Background: an optimization exercise with open tools, aiming at small area and a short achievable clock period. Do not read the settings as production practice.
The RTL was checked by simulation tests, not by an equivalence proof against the original design.
Power and IR drop assume default switching activity.

==> 11-09 <==
==> flow/design.v (excerpt) <==
module Median_Filter#
  (parameter row = 554, col = 430)
  (input            clk,
  input signed[31:0]pixel,
  input       [7:0] data_in_0, data_in_1, data_in_2,
  input       [7:0] data_in_3, data_in_4, data_in_5,
  input       [7:0] data_in_6, data_in_7, data_in_8,
  output            done,
  output reg  [7:0]data_filtered);
export LEC_CHECK = 0
export CAP_MARGIN = 20
export CORE_MARGIN = 2
export CORE_UTILIZATION = 40
export CTS_BUF_LIST = sky130_fd_sc_hd__clkbuf_2
export CTS_CLUSTER_DIAMETER = 200
export CTS_CLUSTER_SIZE = 10
export GPL_TIMING_DRIVEN = 0
export SLEW_MARGIN = 20
create_clock -name core_clock -period 32.0 [get_ports {clk}]
standard.sh (not shown) runs the stock make flow with config.mk's settings and CLKGATE_MAP_FILE= SYNTH_SCRIPT=/design/flow/synth_recipe.tcl, a recipe that flattens the netlist after the stock synthesis.
==> flow/flow/run.sh <==
#!/bin/bash
# Own layout flow: the standard ORFS flow with these changes:
#  2. ports are buffered with sky130_fd_sc_hd__buf_1.
# Each tool's output goes to a log file in the work folder.
set -euo pipefail
W=$(pwd)
export MF_FLOW="$W/flow"
export BUFFER_PORTS_ARGS="-buffer_cell sky130_fd_sc_hd__buf_1"
make -C "$FLOW_HOME" DESIGN_CONFIG="$W/config.mk" WORK_HOME="$W/orfs" CLKGATE_MAP_FILE= \
  SYNTH_SCRIPT="$W/flow/synth.tcl" synth > "$W/synth.log" 2>&1
bash "$W/standard.sh" > "$W/layout.log" 2>&1
test -f "$W/out/final.def"
==> flow/flow/area.abc <==
strash
dc2
dch -f
map -a
strash
dch -f
map -a
topo
==> flow/flow/cells_map.v <==
// Hand mapping of the design's leaf modules onto library cells.
module mf_aoi222 (input a1, a2, b1, b2, c1, c2, output y);
  sky130_fd_sc_hd__a222oi_1 _TECHMAP_REPLACE_ (.A1(a1), .A2(a2), .B1(b1), .B2(b2), .C1(c1), .C2(c2), .Y(y));
endmodule
module mf_fa (input a, b, c, output s, co);
  sky130_fd_sc_hd__fa_1 _TECHMAP_REPLACE_ (.A(a), .B(b), .CIN(c), .SUM(s), .COUT(co));
endmodule
module mf_ha (input a, b, output s, co);
  sky130_fd_sc_hd__ha_1 _TECHMAP_REPLACE_ (.A(a), .B(b), .SUM(s), .COUT(co));
endmodule
module mf_maj (input a, b, c, output y);
  sky130_fd_sc_hd__maj3_1 _TECHMAP_REPLACE_ (.A(a), .B(b), .C(c), .X(y));
endmodule
// done = ~p[31] & past, in_img = ~p[31] & ~past, with
// past = (p[30:18] != 0 | p[17:0] >= 238220), as a shallow gate network:
// past = o1 | o2 | t1 | t2 | f & h with
//   o1 | o2 = p[30:18] != 0,  e0 = p17 p16 p15,  t1 = e0 p14,
//   t2 = e0 p13 (p12 | p11 | p10),  f = e0 p13 p9,
//   h = p8 | p7 (p6 | p5 | p4 | p3 p2)
module mf_bound (input [31:0] p, output done, in_img);
  wire e0n, fn, r3, r2, c32, n1, n2, n3, n4, n5, p8n;
  wire o1, o2, t1, t2, w, f, k, a1, a2, h, a, g;
  sky130_fd_sc_hd__nand3_1 g_e0n (.A(p[17]), .B(p[16]), .C(p[15]), .Y(e0n));
  sky130_fd_sc_hd__nand2_1 g_fn  (.A(p[13]), .B(p[9]), .Y(fn));
  sky130_fd_sc_hd__nor3_1  g_r3  (.A(p[12]), .B(p[11]), .C(p[10]), .Y(r3));
  sky130_fd_sc_hd__nor3_1  g_r2  (.A(p[6]), .B(p[5]), .C(p[4]), .Y(r2));
  sky130_fd_sc_hd__nand2_1 g_c32 (.A(p[3]), .B(p[2]), .Y(c32));
  sky130_fd_sc_hd__nor3_1  g_n1  (.A(p[18]), .B(p[19]), .C(p[20]), .Y(n1));
  sky130_fd_sc_hd__nor3_1  g_n2  (.A(p[21]), .B(p[22]), .C(p[23]), .Y(n2));
  sky130_fd_sc_hd__nor3_1  g_n3  (.A(p[24]), .B(p[25]), .C(p[26]), .Y(n3));
  sky130_fd_sc_hd__nor2_1  g_n4  (.A(p[27]), .B(p[28]), .Y(n4));
  sky130_fd_sc_hd__nor2_1  g_n5  (.A(p[29]), .B(p[30]), .Y(n5));
  sky130_fd_sc_hd__inv_1   g_p8n (.A(p[8]), .Y(p8n));
  sky130_fd_sc_hd__nand3_1 g_o1  (.A(n1), .B(n2), .C(n3), .Y(o1));
  sky130_fd_sc_hd__nand2_1 g_o2  (.A(n4), .B(n5), .Y(o2));
  sky130_fd_sc_hd__nor2b_1 g_t1  (.A(e0n), .B_N(p[14]), .Y(t1));
  sky130_fd_sc_hd__nor3b_1 g_t2  (.A(e0n), .B(r3), .C_N(p[13]), .Y(t2));
  sky130_fd_sc_hd__nand2_1 g_w   (.A(r2), .B(c32), .Y(w));
  sky130_fd_sc_hd__nor2_1  g_f   (.A(e0n), .B(fn), .Y(f));
  sky130_fd_sc_hd__nand2_1 g_k   (.A(p[7]), .B(w), .Y(k));
  sky130_fd_sc_hd__nor2_1  g_a1  (.A(o1), .B(o2), .Y(a1));
  sky130_fd_sc_hd__nor2_1  g_a2  (.A(t1), .B(t2), .Y(a2));
  sky130_fd_sc_hd__nand2_1 g_h   (.A(p8n), .B(k), .Y(h));
  sky130_fd_sc_hd__nand2_1 g_a   (.A(a1), .B(a2), .Y(a));
  sky130_fd_sc_hd__a21oi_1 g_g   (.A1(f), .A2(h), .B1(a), .Y(g));
  sky130_fd_sc_hd__nor2_1  g_done (.A(p[31]), .B(g), .Y(done));
  sky130_fd_sc_hd__nor2b_1 g_in  (.A(p[31]), .B_N(g), .Y(in_img));
endmodule
module mf_and2 (input a, b, output y);
  sky130_fd_sc_hd__and2_0 _TECHMAP_REPLACE_ (.A(a), .B(b), .X(y));
endmodule
module mf_or2 (input a, b, output y);
  sky130_fd_sc_hd__or2_0 _TECHMAP_REPLACE_ (.A(a), .B(b), .X(y));
endmodule
module mf_xor2 (input a, b, output y);
  sky130_fd_sc_hd__xor2_1 _TECHMAP_REPLACE_ (.A(a), .B(b), .X(y));
endmodule
module mf_xnor2 (input a, b, output y);
  sky130_fd_sc_hd__xnor2_1 _TECHMAP_REPLACE_ (.A(a), .B(b), .Y(y));
endmodule
Other scripts of this flow, unchanged in this note and not shown: flow/flow/synth.tcl
==> 02-01 (differences from 11-09) <==
==> flow/flow/run.sh (replaced) <==
#!/bin/bash
# Own layout flow: the standard ORFS flow with these changes:
#  2. ports are buffered with sky130_fd_sc_hd__buf_1;
#  3. timing repair aims at a setup slack of 18.35 ns instead of 0, so that it
#     speeds up the short combinational path to `done` (e.g. by sizing the
#     port buffers that drive it).
# Each tool's output goes to a log file in the work folder.
set -euo pipefail
W=$(pwd)
export MF_FLOW="$W/flow"
export BUFFER_PORTS_ARGS="-buffer_cell sky130_fd_sc_hd__buf_1"
export SETUP_SLACK_MARGIN=18.35
make -C "$FLOW_HOME" DESIGN_CONFIG="$W/config.mk" WORK_HOME="$W/orfs" CLKGATE_MAP_FILE= \
  SYNTH_SCRIPT="$W/flow/synth.tcl" synth > "$W/synth.log" 2>&1
bash "$W/standard.sh" > "$W/layout.log" 2>&1
test -f "$W/out/final.def"
--- a/flow/config.mk
+++ b/flow/config.mk
@@ -7,9 +7,6 @@
 export LEC_CHECK = 0
 export CAP_MARGIN = 20
 export CORE_MARGIN = 2
 export CORE_UTILIZATION = 40
 export CTS_BUF_LIST = sky130_fd_sc_hd__clkbuf_2
-export CTS_CLUSTER_DIAMETER = 200
-export CTS_CLUSTER_SIZE = 10
-export GPL_TIMING_DRIVEN = 0
 export SLEW_MARGIN = 20
==> 07-18 (differences from 11-09) <==
--- a/flow/design.v
+++ b/flow/design.v
@@ -5,19 +5,10 @@
   input       [7:0] data_in_0, data_in_1, data_in_2,
   input       [7:0] data_in_3, data_in_4, data_in_5,
   input       [7:0] data_in_6, data_in_7, data_in_8,
   output            done,
   output reg  [7:0]data_filtered);
-  function gt8;
-    input [7:0] a, b;
-    integer i;
-    begin
-      gt8 = 1'b0;
-      for (i = 0; i < 8; i = i + 1)
-        gt8 = (a[i] & ~b[i]) | ((a[i] | ~b[i]) & gt8);
-    end
-  endfunction
   wire [17:0] p  = pixel[17:0];
   wire [16:0] q  = pixel[17:1];
   wire        p0 = pixel[0];
   wire p_lt_r;
   assign p_lt_r = (~p[17] & (~p[16] & (~p[15] & (~p[14] & (~p[13] & (~p[12] & (~p[11] & (~p[10] & (~p[9] | (~p[8] & (~p[7] & (~p[6] & (~p[5] | (~p[4] & (~p[3] | (~p[2] & ~p[1]))))))))))))))));
@@ -127,11 +118,11 @@
   wire rt48 = q[16] ^ q[10] ^ q[5];
   wire rt49 = q[2] ^ nq[14] ^ nq[7];
   wire rt50 = rco44 ^ rt48 ^ rco45;
   wire rt51 = rt49 ^ rco46 ^ rt50;
   wire rt52 = rco47 ^ rt51 ^ rco48;
-  wire row_mult_ok = (rs23 ~^ ry20) & (rs26 ~^ rs23) & (rs30 ~^ rs26) & (rs34 ~^ rs30) & (rs38 ~^ rs34) & (rs43 ~^ rs38) & (rs48 ~^ rs43) & (rt52 ~^ rs48);
+  wire row_mult_ok = (ry20 & rs23 & rs26 & rs30 & rs34 & rs38 & rs43 & rs48 & rt52) | ~(ry20 | rs23 | rs26 | rs30 | rs34 | rs38 | rs43 | rs48 | rt52);
   wire row_edge = in_img & row_mult_ok;
   wire [7:0] m0n, m1n, m2n, res;
   mf_med3n u_m0 (.a(data_in_0), .b(data_in_1), .c(data_in_2), .force_b(col_edge), .yn(m0n));
   mf_med3n u_m1 (.a(data_in_3), .b(data_in_4), .c(data_in_5), .force_b(col_edge), .yn(m1n));
   mf_med3n u_m2 (.a(data_in_6), .b(data_in_7), .c(data_in_8), .force_b(col_edge), .yn(m2n));
@@ -147,11 +138,11 @@
     input [7:0] a, b;
     integer i;
     begin
       gt8 = 1'b0;
       for (i = 0; i < 8; i = i + 1)
-        gt8 = (a[i] & ~b[i]) | ((a[i] | ~b[i]) & gt8);
+        gt8 = (a[i] ^ b[i]) ? a[i] : gt8;
     end
   endfunction
   wire gab = gt8(a, b);
   wire gbc = gt8(b, c);
   wire gac = gt8(a, c);
==> flow/flow/area.abc (replaced) <==
strash
dc2
dch -f
map -a
strash
dc2
dch -f
map -a
strash
dch -f
map -a
topo
==> flow/flow/cells_map.v (replaced) <==
// Hand mapping of the design's leaf modules onto library cells.
module mf_aoi222 (input a1, a2, b1, b2, c1, c2, output y);
  sky130_fd_sc_hd__a222oi_1 _TECHMAP_REPLACE_ (.A1(a1), .A2(a2), .B1(b1), .B2(b2), .C1(c1), .C2(c2), .Y(y));
endmodule
module mf_fa (input a, b, c, output s, co);
  sky130_fd_sc_hd__fa_1 _TECHMAP_REPLACE_ (.A(a), .B(b), .CIN(c), .SUM(s), .COUT(co));
endmodule
module mf_ha (input a, b, output s, co);
  sky130_fd_sc_hd__ha_1 _TECHMAP_REPLACE_ (.A(a), .B(b), .SUM(s), .COUT(co));
endmodule
module mf_maj (input a, b, c, output y);
  sky130_fd_sc_hd__maj3_1 _TECHMAP_REPLACE_ (.A(a), .B(b), .C(c), .X(y));
endmodule
// done = ~p[31] & past, in_img = ~p[31] & ~past, with
// past = (p[30:18] != 0 | p[17:0] >= 238220), as a four-level gate network:
// past = o1 | o2 | t1 | t34 | t5 with
//   o1 | o2 = p[30:18] != 0,  e0 = p17 p16 p15,  t1 = e0 p14,
//   t34 = e0 p13 (p12 | p11 | p10 | p9 p8),
//   t5 = e0 p13 p9 p7 (p6 | p5 | p4 | p3 p2)
module mf_bound (input [31:0] p, output done, in_img);
  wire c32, r2, r3, x13, t1n, g98n, g97n, n1, n2, n3, n4, n5;
  wire w, y, f7, o1, o2, t5n, v1, v2;
  sky130_fd_sc_hd__nand2_1 g_c32 (.A(p[3]), .B(p[2]), .Y(c32));
  sky130_fd_sc_hd__nor3_1  g_r2  (.A(p[6]), .B(p[5]), .C(p[4]), .Y(r2));
  sky130_fd_sc_hd__nor3_1  g_r3  (.A(p[12]), .B(p[11]), .C(p[10]), .Y(r3));
  sky130_fd_sc_hd__nand4_1 g_x13 (.A(p[17]), .B(p[16]), .C(p[15]), .D(p[13]), .Y(x13));
  sky130_fd_sc_hd__nand4_1 g_t1n (.A(p[17]), .B(p[16]), .C(p[15]), .D(p[14]), .Y(t1n));
  sky130_fd_sc_hd__nand2_1 g_g98 (.A(p[9]), .B(p[8]), .Y(g98n));
  sky130_fd_sc_hd__nand2_1 g_g97 (.A(p[9]), .B(p[7]), .Y(g97n));
  sky130_fd_sc_hd__nor3_1  g_n1  (.A(p[18]), .B(p[19]), .C(p[20]), .Y(n1));
  sky130_fd_sc_hd__nor3_1  g_n2  (.A(p[21]), .B(p[22]), .C(p[23]), .Y(n2));
  sky130_fd_sc_hd__nor3_1  g_n3  (.A(p[24]), .B(p[25]), .C(p[26]), .Y(n3));
  sky130_fd_sc_hd__nor2_1  g_n4  (.A(p[27]), .B(p[28]), .Y(n4));
  sky130_fd_sc_hd__nor2_1  g_n5  (.A(p[29]), .B(p[30]), .Y(n5));
  sky130_fd_sc_hd__nand2_1 g_w   (.A(r2), .B(c32), .Y(w));
  sky130_fd_sc_hd__nand2_1 g_y   (.A(r3), .B(g98n), .Y(y));
  sky130_fd_sc_hd__nor2_1  g_f7  (.A(x13), .B(g97n), .Y(f7));
  sky130_fd_sc_hd__nand3_1 g_o1  (.A(n1), .B(n2), .C(n3), .Y(o1));
  sky130_fd_sc_hd__nand2_1 g_o2  (.A(n4), .B(n5), .Y(o2));
  sky130_fd_sc_hd__nand2_1 g_t5n (.A(f7), .B(w), .Y(t5n));
  sky130_fd_sc_hd__nor3b_1 g_v1  (.A(o1), .B(o2), .C_N(t1n), .Y(v1));
  sky130_fd_sc_hd__nand2b_1 g_v2 (.A_N(x13), .B(y), .Y(v2));
  sky130_fd_sc_hd__a31oi_1 g_done (.A1(v1), .A2(v2), .A3(t5n), .B1(p[31]), .Y(done));
  sky130_fd_sc_hd__and4b_1 g_in  (.A_N(p[31]), .B(v1), .C(v2), .D(t5n), .X(in_img));
endmodule
--- a/flow/config.mk
+++ b/flow/config.mk
@@ -7,9 +7,6 @@
 export LEC_CHECK = 0
 export CAP_MARGIN = 20
 export CORE_MARGIN = 2
 export CORE_UTILIZATION = 40
 export CTS_BUF_LIST = sky130_fd_sc_hd__clkbuf_2
-export CTS_CLUSTER_DIAMETER = 200
-export CTS_CLUSTER_SIZE = 10
-export GPL_TIMING_DRIVEN = 0
 export SLEW_MARGIN = 20
==> impl_results.rst <==
.. list-table::
   :header-rows: 1

   * - Metric
     - Value
   * - Result of the run
     - complete, no violations
   * - Placement Setup Slack
     - 18190 ps
   * - Mean routed wirelength per cell
     - 14.4 um
   * - Repair and plain buffers
     - 114
   * - Transition time at the pin with the least slew margin
     - 1080 ps
   * - Clock period minus worst slack
     - 13660 ps
   * - Total global-route track usage
     - 21.6%
   * - Total nets after synthesis
     - 538
   * - Total Power
     - 0.000157 W
   * - Setup repair after global routing missed its margin
     - yes
   * - Detailed-router iteration count before antenna repair
     - 6
   * - Reg power frac
     - 11.2%
   * - Final wirelength
     - 8.85 mm
   * - Multi-Input Combinational
     - 303
# the run above: 02-01

==> impl_results.rst <==
.. list-table::
   :header-rows: 1

   * - Metric
     - Value
   * - Result of the run
     - complete, no violations
   * - Detailed-router iteration count before antenna repair
     - 10
   * - Reg power frac
     - 10.8%
   * - Power density over the cells
     - 48.5 mW/mm^2
   * - Total nets after synthesis
     - 516
   * - Clock period minus worst slack
     - 13770 ps
   * - Setup repair after global routing missed its margin
     - no
   * - Transition time at the pin with the least slew margin
     - 772 ps
   * - Core region area
     - 0.00683 mm^2
   * - Repair and plain buffers
     - 113
   * - Mean routed wirelength per cell
     - 14.6 um
   * - Final wirelength
     - 8.56 mm
   * - Total Power
     - 0.000165 W
   * - Multi-Input Combinational
     - 277
# the run above: 07-18

==> impl_results.rst <==
.. list-table::
   :header-rows: 1

   * - Metric
     - Value
   * - Final wirelength
     - 8.89 mm
   * - Placement Setup Slack
     - 18160 ps
   * - Result of the run
     - complete, no violations
   * - Most used standard cell by instance count after synthesis
     - sky130_fd_sc_hd__clkinv_1
   * - Setup repair after global routing missed its margin
     - no
   * - Total nets after synthesis
     - 538
   * - Clock period minus worst slack
     - 13840 ps
   * - Mean routed wirelength per cell
     - 14.5 um
   * - Max reg flops
     - 8
   * - Number of instances resized during post-cts repair
     - 0
   * - Total global-route track usage
     - 21.8%
   * - Routability cong.
     - 0.998
   * - Total Power
     - 0.000156 W
   * - Reg power frac
     - 11.3%
   * - Repair and plain buffers
     - 113
   * - Fraction of final layout cells with drive strength greater than 1
     - 0.778%
   * - Detailed-router iteration count before antenna repair
     - 6
   * - Multi-Input Combinational
     - 303
# the run above: 11-09

==> separate check: timing with driven ports <==
How much do the figures lean on ideal ports? The routed layouts below were timed once more, with nothing changed but the port constraints.
Step 1 assumes that a clkbuf_16 drives the clock port and a buf_2 every other input.
Step 2 adds t to the input delays and takes it off the output delays; t is the mean of the earliest and latest rising clock arrival at the registers after step 1. Input paths then give back, and output paths get back, about the clock's delay inside the block.
a / b / c = ideal ports / drivers / drivers and shift; a / b = the first two.
run | t, ns | setup WS [ns] | worst hold slack (ns) | latest minus earliest clock arrival (ns) | slew at the worst register clock pin (ns)
11-09 | 0.243 | 18.157 / 18.136 / 18.136 | 6.724 / 6.728 / 6.810 | 0.000 / 0.001 | 0.07 / 0.07
02-01 | 0.249 | 18.344 / 18.323 / 18.323 | 6.770 / 6.774 / 6.811 | 0.000 / 0.001 | 0.07 / 0.07
07-18 | 0.239 | 18.233 / 18.203 / 18.203 | 6.780 / 6.786 / 6.807 | 0.005 / 0.005 | 0.07 / 0.07
After both steps every run listed still meets setup and hold. The setup slack of 07-18, which loses most, moves by -0.030 ns with the drivers and by -0.030 ns with both steps.
